This design comes from an exercise in tuning for small area, a short achievable clock period and few clock cycles per item on the open sky130 flow, not from production work. In this exercise RTL edits were held to simulation tests only and were not proved equivalent to the original. The clock port is modelled as an ideal driver, which makes a skipped or thinned clock tree look cheaper than it is; a real chip needs a root buffer or a tree. Power is estimated from default activity; no workload was simulated.

==> 09-10 <==
Design boron_dec, start of the top module:
module boron_dec (
    input  clk, rst, start, input [63:0] plain_text, input [79:0] master_key,
    output reg done, output [63:0] cipher_text
);
    function [3:0] sbox(input [3:0] a);
        reg t00, t01, t02, t03, t04, t05, t06, t07, t08, t09, t10, t11, t12, t13, t14, t15, t16, t17, t18, t19;
        begin
            t19 = a[1] ^ a[0];
            t00 = a[2] | t19;
            t01 = ~(a[2] & a[0]);
            t02 = a[3] & t01;
            t03 = ~(t00 & t02);
            t04 = a[2] ? a[0] : a[1];
            t05 = a[3] | ~t04;
            sbox[2] = t03 & t05;
            t06 = ~(a[2] & t19);
            t07 = a[0] & ~a[2];
            t08 = ~(a[3] | t07);
            t09 = ~(t06 & t08);
            t10 = a[2] | a[0];
            t11 = a[1] | ~a[2];
            t12 = a[3] & t10;
            t13 = ~(t11 & t12);
            sbox[1] = ~(t09 & t13);
            t14 = ~(a[1] ^ a[2]);
            t15 = a[3] & ~a[0];
            sbox[0] = ~(t14 ^ t15);
            t16 = a[0] | t11;
            t17 = ~(t08 & t16);
            t18 = t19 | ~t02;
            sbox[3] = ~(t17 & t18);
        end
    endfunction
    function [3:0] isbox(input [3:0] a);
        reg t15, t00, t01, t02, t03, t04, t05, t06, t07, t08, t09, t10, t11, t12, t13, t14;
        begin
            t15 = a[0] | a[1];
            t00 = a[0] & a[1];
            t01 = ~(a[0] & a[1]);
            t02 = a[2] | t00;
            t03 = ~(t15 & t02);
            isbox[2] = ~(a[3] ^ t03);
            t04 = a[3] | ~a[0];
            t05 = a[1] & t04;
            t06 = a[2] | a[3];
            t07 = ~(a[2] & a[3]);
            t08 = a[0] | t07;
            t09 = t06 & t08;
            isbox[1] = ~(t05 ^ t09);
            t10 = a[2] | t15;
  ...
==> module boron_dec, before the edit <==
module boron_dec (
    input  clk, rst, start, input [63:0] plain_text, input [79:0] master_key,
    output reg done, output [63:0] cipher_text
);
    function [3:0] sbox(input [3:0] a);
        reg t00, t01, t02, t03, t04, t05, t06, t07, t08, t09, t10, t11, t12, t13, t14, t15, t16, t17, t18, t19;
        begin
            t19 = a[1] ^ a[0];
            t00 = a[2] | t19;
            t01 = ~(a[2] & a[0]);
            t02 = a[3] & t01;
            t03 = ~(t00 & t02);
            t04 = a[2] ? a[0] : a[1];
            t05 = a[3] | ~t04;
            sbox[2] = t03 & t05;
            t06 = ~(a[2] & t19);
            t07 = a[0] & ~a[2];
            t08 = ~(a[3] | t07);
            t09 = ~(t06 & t08);
            t10 = a[2] | a[0];
            t11 = a[1] | ~a[2];
            t12 = a[3] & t10;
            t13 = ~(t11 & t12);
            sbox[1] = ~(t09 & t13);
            t14 = ~(a[1] ^ a[2]);
            t15 = a[3] & ~a[0];
            sbox[0] = ~(t14 ^ t15);
            t16 = a[0] | t11;
            t17 = ~(t08 & t16);
            t18 = t19 | ~t02;
            sbox[3] = ~(t17 & t18);
        end
    endfunction
    function [3:0] isbox(input [3:0] a);
        reg t15, t00, t01, t02, t03, t04, t05, t06, t07, t08, t09, t10, t11, t12, t13, t14;
        begin
            t15 = a[0] | a[1];
            t00 = a[0] & a[1];
            t01 = ~(a[0] & a[1]);
            t02 = a[2] | t00;
            t03 = ~(t15 & t02);
            isbox[2] = ~(a[3] ^ t03);
            t04 = a[3] | ~a[0];
            t05 = a[1] & t04;
            t06 = a[2] | a[3];
            t07 = ~(a[2] & a[3]);
            t08 = a[0] | t07;
            t09 = t06 & t08;
            isbox[1] = ~(t05 ^ t09);
            t10 = a[2] | t15;
            t11 = t01 & t10;
            isbox[0] = t07 ? t11 : t00;
            t12 = a[0] & a[2];
            t13 = a[1] & ~a[3];
            t14 = ~(t12 ^ t13);
            isbox[3] = ~(t10 & t14);
        end
    endfunction
    function [79:0] kfwd(input [79:0] k, input [4:0] rc);
        reg [79:0] t;
        begin
            t = {k[66:0], k[79:67]};
            t[3:0] = sbox(t[3:0]);
            t[63:59] = t[63:59] ^ rc;
            kfwd = t;
        end
    endfunction
    function [79:0] kinv(input [79:0] k, input [4:0] rc);
        reg [79:0] t;
        begin
            t = k;
            t[63:59] = t[63:59] ^ rc;
            t[3:0] = isbox(t[3:0]);
            kinv = {t[12:0], t[79:13]};
        end
    endfunction
    function [79:0] kfwd12(input [79:0] k, input [4:0] b);
        reg [79:0] t;
        integer i;
        begin
            t = k;
            for (i = 0; i < 12; i = i + 1)
                t = kfwd(t, b + i[4:0]);
            kfwd12 = t;
        end
    endfunction
    function [63:0] iround(input [63:0] x, input [63:0] k);
        reg [15:0] w0, w1, w2, w3;
        reg [63:0] y, z;
        integer j;
        begin
            w3 = (x[63:48] ^ x[47:32]) ^ (k[63:48] ^ k[47:32]);
            w2 = (x[47:32] ^ x[31:16] ^ x[15:0]) ^ (k[47:32] ^ k[31:16] ^ k[15:0]);
            w1 = (x[63:48] ^ x[47:32] ^ x[31:16]) ^ (k[63:48] ^ k[47:32] ^ k[31:16]);
            w0 = (x[31:16] ^ x[15:0]) ^ (k[31:16] ^ k[15:0]);
            y = {{w3[8:0], w3[15:9]}, {w2[6:0], w2[15:7]}, {w1[3:0], w1[15:4]}, {w0[0], w0[15:1]}};
            for (j = 0; j < 4; j = j + 1)
                z[16*j +: 16] = {y[16*j+4 +: 4], y[16*j +: 4], y[16*j+12 +: 4], y[16*j+8 +: 4]};
            for (j = 0; j < 16; j = j + 1)
                iround[4*j +: 4] = isbox(z[4*j +: 4]);
        end
    endfunction
    reg id, kg1, kg2, rd;
    reg [4:0] cnt;
    reg [63:0] x;
    reg [79:0] k;
    wire [79:0] kl = kfwd(master_key, 5'd0);
    wire [79:0] kf = kfwd12(k, kg2 ? 5'd13 : 5'd1);
    wire [79:0] kb = kinv(k, cnt);
    wire [63:0] xr = iround(x, k[63:0]);
    assign cipher_text = x ^ k[63:0];
    always @(posedge clk) begin
        x <= ({64{id}} & plain_text) | ({64{rd}} & xr) | ({64{kg1 | kg2}} & x);
        k <= ({80{id}} & kl) | ({80{kg1 | kg2}} & kf) | ({80{rd}} & kb);
        cnt <= rd ? cnt - 5'd1 : 5'd24;
    end
    always @(posedge clk) begin
        if (!rst) begin
            id <= 1'b1;
            kg1 <= 1'b0;
            kg2 <= 1'b0;
            rd <= 1'b0;
            done <= 1'b0;
        end else begin
            done <= rd && cnt == 5'd0;
            id <= id ? !start : (rd && cnt == 5'd0);
            kg1 <= id && start;
            kg2 <= kg1;
            rd <= kg2 || (rd && cnt != 5'd0);
        end
    end
endmodule
export LEC_CHECK = 0
export CAP_MARGIN = 20
export CORE_MARGIN = 2
export CORE_UTILIZATION = 40
export PLACE_DENSITY = 0.8
export SETUP_SLACK_MARGIN = 2.6
export SLEW_MARGIN = 20
create_clock -name core_clock -period 5.0 [get_ports {clk}]
standard.sh (not shown) runs the stock make flow with config.mk's settings and CLKGATE_MAP_FILE= SYNTH_SCRIPT=/design/flow/synth_recipe.tcl, a recipe that flattens the netlist after the stock synthesis.
==> flow/flow/run.sh <==
#!/bin/bash
set -euo pipefail
export BUFFER_PORTS_ARGS="-buffer_cell sky130_fd_sc_hd__buf_1"
export CTS_ARGS="-sink_clustering_enable -repair_clock_nets -buf_list {sky130_fd_sc_hd__clkbuf_4 sky130_fd_sc_hd__clkbuf_8} -dont_use_dummy_load"
export POST_CTS_TCL="$PWD/flow/clock4.tcl"
bash standard.sh > standard.log 2>&1
==> flow/flow/clock4.tcl <==
# POST_CTS hook: replace the clock tree that CTS built with a two-level tree
# of four clkbuf_8 and eight clkbuf_16 over equal-count groups of registers,
# then repair timing again. Every register still gets the clock through a buffer.
set db [ord::get_db]
set block [[$db getChip] getBlock]
set clknet [$block findNet clk]

# registers' clock pins
set regs {}
foreach inst [$block getInsts] {
  set m [[$inst getMaster] getName]
  if { [string match "sky130_fd_sc_hd__df*" $m] || [string match "sky130_fd_sc_hd__edf*" $m] } {
    lappend regs [$inst findITerm CLK]
  }
}
puts "clock4: [llength $regs] registers"

# tear down the buffer tree below clk
proc tear { net } {
  foreach it [$net getITerms] {
    if { [$it isInputSignal] } {
      set inst [$it getInst]
      set m [[$inst getMaster] getName]
      if { [string match "*clkbuf*" $m] || [string match "*clkinv*" $m] || [string match "*__buf_*" $m] || [string match "*__inv_*" $m] } {
        set out [$inst findITerm X]
        if { $out == "NULL" || $out == "" } { set out [$inst findITerm Y] }
        set onet [$out getNet]
        odb::dbInst_destroy $inst
        if { $onet != "NULL" && $onet != "" } {
          tear $onet
          odb::dbNet_destroy $onet
        }
      }
    }
  }
}
tear $clknet
foreach it $regs { if { [$it getNet] != "NULL" && [$it getNet] != "" } { $it disconnect } }

# eight groups of equal count by recursive bisection (x, y, x); four
# clkbuf_8 on the clock port each drive two clkbuf_16, each of which drives
# one group
proc loc { it } { set b [[$it getInst] getBBox]; return [list [expr {([$b xMin]+[$b xMax])/2}] [expr {([$b yMin]+[$b yMax])/2}]] }
proc bisect { l axis } {
  set s [lsort -command [list apply {{axis a b} { expr {[lindex [loc $a] $axis] - [lindex [loc $b] $axis]} }} $axis] $l]
  set h [expr {[llength $s] / 2}]
  return [list [lrange $s 0 [expr {$h-1}]] [lrange $s $h end]]
}
proc centroid { l } {
  set sx 0; set sy 0
  foreach it $l { lassign [loc $it] x y; incr sx $x; incr sy $y }
  return [list [expr {$sx / [llength $l]}] [expr {$sy / [llength $l]}]]
}
proc addbuf { block master name innet outnet x y } {
  set b [odb::dbInst_create $block $master $name]
  $b setLocation $x $y
  $b setPlacementStatus PLACED
  [$b findITerm A] connect $innet
  [$b findITerm X] connect $outnet
}
set m8 [$db findMaster sky130_fd_sc_hd__clkbuf_8]
set m16 [$db findMaster sky130_fd_sc_hd__clkbuf_16]
set i 0
foreach half [bisect $regs 0] {
  foreach quad [bisect $half 1] {
    set qnet [odb::dbNet_create $block "clknet_q$i"]
    $qnet setSigType CLOCK
    lassign [centroid $quad] qx qy
    addbuf $block $m8 "clkbuf_q$i" $clknet $qnet $qx $qy
    set j 0
    foreach grp [bisect $quad 0] {
      set gnet [odb::dbNet_create $block "clknet_q${i}_$j"]
      $gnet setSigType CLOCK
      lassign [centroid $grp] gx gy
      addbuf $block $m16 "clkbuf_q${i}_$j" $qnet $gnet $gx $gy
      foreach it $grp { $it connect $gnet }
      puts "clock4: clkbuf_q${i}_$j drives [llength $grp] registers at $gx $gy"
      incr j
    }
    incr i
  }
}
catch { global_connect } msg
puts "clock4: global_connect: $msg"
detailed_placement
estimate_parasitics -placement
report_clock_skew
repair_timing_helper
detailed_placement
check_placement -verbose
estimate_parasitics -placement
report_worst_slack -max
report_worst_slack -min
==> 02-23 (differences from 09-10) <==
--- a/flow/design.v
+++ b/flow/design.v
@@ -129,28 +129,7 @@
     function [3:0] sbox(input [3:0] a);
-        reg t00, t01, t02, t03, t04, t05, t06, t07, t08, t09, t10, t11, t12, t13, t14, t15, t16, t17, t18, t19;
-        begin
-            t19 = a[1] ^ a[0];
-            t00 = a[2] | t19;
-            t01 = ~(a[2] & a[0]);
-            t02 = a[3] & t01;
-            t03 = ~(t00 & t02);
-            t04 = a[2] ? a[0] : a[1];
-            t05 = a[3] | ~t04;
-            sbox[2] = t03 & t05;
-            t06 = ~(a[2] & t19);
-            t07 = a[0] & ~a[2];
-            t08 = ~(a[3] | t07);
-            t09 = ~(t06 & t08);
-            t10 = a[2] | a[0];
-            t11 = a[1] | ~a[2];
-            t12 = a[3] & t10;
-            t13 = ~(t11 & t12);
-            sbox[1] = ~(t09 & t13);
-            t14 = ~(a[1] ^ a[2]);
-            t15 = a[3] & ~a[0];
-            sbox[0] = ~(t14 ^ t15);
-            t16 = a[0] | t11;
-            t17 = ~(t08 & t16);
-            t18 = t19 | ~t02;
-            sbox[3] = ~(t17 & t18);
+        begin
+            sbox[0] = 16'h693c >> a;
+            sbox[1] = 16'hca95 >> a;
+            sbox[2] = 16'ha953 >> a;
+            sbox[3] = 16'h19e5 >> a;
         end
@@ -158,24 +137,7 @@
     function [3:0] isbox(input [3:0] a);
-        reg t15, t00, t01, t02, t03, t04, t05, t06, t07, t08, t09, t10, t11, t12, t13, t14;
-        begin
-            t15 = a[0] | a[1];
-            t00 = a[0] & a[1];
-            t01 = ~(a[0] & a[1]);
-            t02 = a[2] | t00;
-            t03 = ~(t15 & t02);
-            isbox[2] = ~(a[3] ^ t03);
-            t04 = a[3] | ~a[0];
-            t05 = a[1] & t04;
-            t06 = a[2] | a[3];
-            t07 = ~(a[2] & a[3]);
-            t08 = a[0] | t07;
-            t09 = t06 & t08;
-            isbox[1] = ~(t05 ^ t09);
-            t10 = a[2] | t15;
-            t11 = t01 & t10;
-            isbox[0] = t07 ? t11 : t00;
-            t12 = a[0] & a[2];
-            t13 = a[1] & ~a[3];
-            t14 = ~(t12 ^ t13);
-            isbox[3] = ~(t10 & t14);
+        begin
+            isbox[0] = 16'h8676 >> a;
+            isbox[1] = 16'h9c4b >> a;
+            isbox[2] = 16'h17e8 >> a;
+            isbox[3] = 16'ha16d >> a;
         end
==> flow/flow/run.sh (replaced) <==
#!/bin/bash
set -euo pipefail
export BUFFER_PORTS_ARGS="-buffer_cell sky130_fd_sc_hd__buf_1"
bash standard.sh > standard.log 2>&1
- CTS_BUF_LIST: not set -> sky130_fd_sc_hd__clkbuf_4 sky130_fd_sc_hd__clkbuf_8
- PLACE_DENSITY: 0.8 -> 0.75
removed: flow/flow/clock4.tcl
==> notes <==
02-23 ran to the end with no violations. 09-10 went through all stages and came out clean.
Against 09-10, the clock power of 02-23 is higher by about 30%.
In 09-10 the fmax is larger than in 02-23, by 3.1%.
In 09-10 the power is smaller than in 02-23, by about 20%.
Between 09-10 and 02-23, the lower setup slack is in 02-23 (gap 0.071 ns).
In 02-23 the area after synthesis is higher than in 09-10, by about 10%.
In sequential cell count, 09-10 and 02-23 do not differ.
In 09-10 the routed wire length is smaller than in 02-23, by about 8%.
Critical path depth: 09-10 is higher than 02-23 (3).
Of 02-23 and 09-10, 02-23 has the higher utilization (gap 1.8 points).
Against 09-10, the synthesized cell count of 02-23 is larger by about 6%.
Testbench counts of 09-10, summed over its fixed seeds: cycles 10,760, items 384.
Testbench counts of 02-23, summed over its fixed seeds: cycles 10,760, items 384.
The clock cells of 09-10 come from the design's own scripts or RTL, not from TritonCTS.

[port drivers added, routing unchanged]
How much do the figures lean on ideal ports? The routed layouts below were timed once more, with nothing changed but the port constraints. Step 1 (the two cells are an assumption about what drives the block):
set clk [get_ports {clk}]
set_driving_cell -lib_cell sky130_fd_sc_hd__clkbuf_16 $clk
set_driving_cell -lib_cell sky130_fd_sc_hd__buf_2 [delete_from_list [all_inputs] $clk]
Step 2 times the ports against the registers' clock, not the clock port: input delays grow and output delays shrink by t, the midpoint of the rising clock arrivals with the driver on. Three values: ideal ports, drivers, drivers and shift; two values: the first two.
run	t, ns	setup slack, ns	worst setup path after step 2	slew at the worst register clock pin (ns)	cell pins on the clock port's net
09-10	0.371	2.687 / 2.622 / 2.687	register to register	0.09 / 0.09	4
02-23	0.512	2.616 / 2.570 / 2.661	register to register	0.11 / 0.11	1
After both steps setup and hold are still met in every run listed.
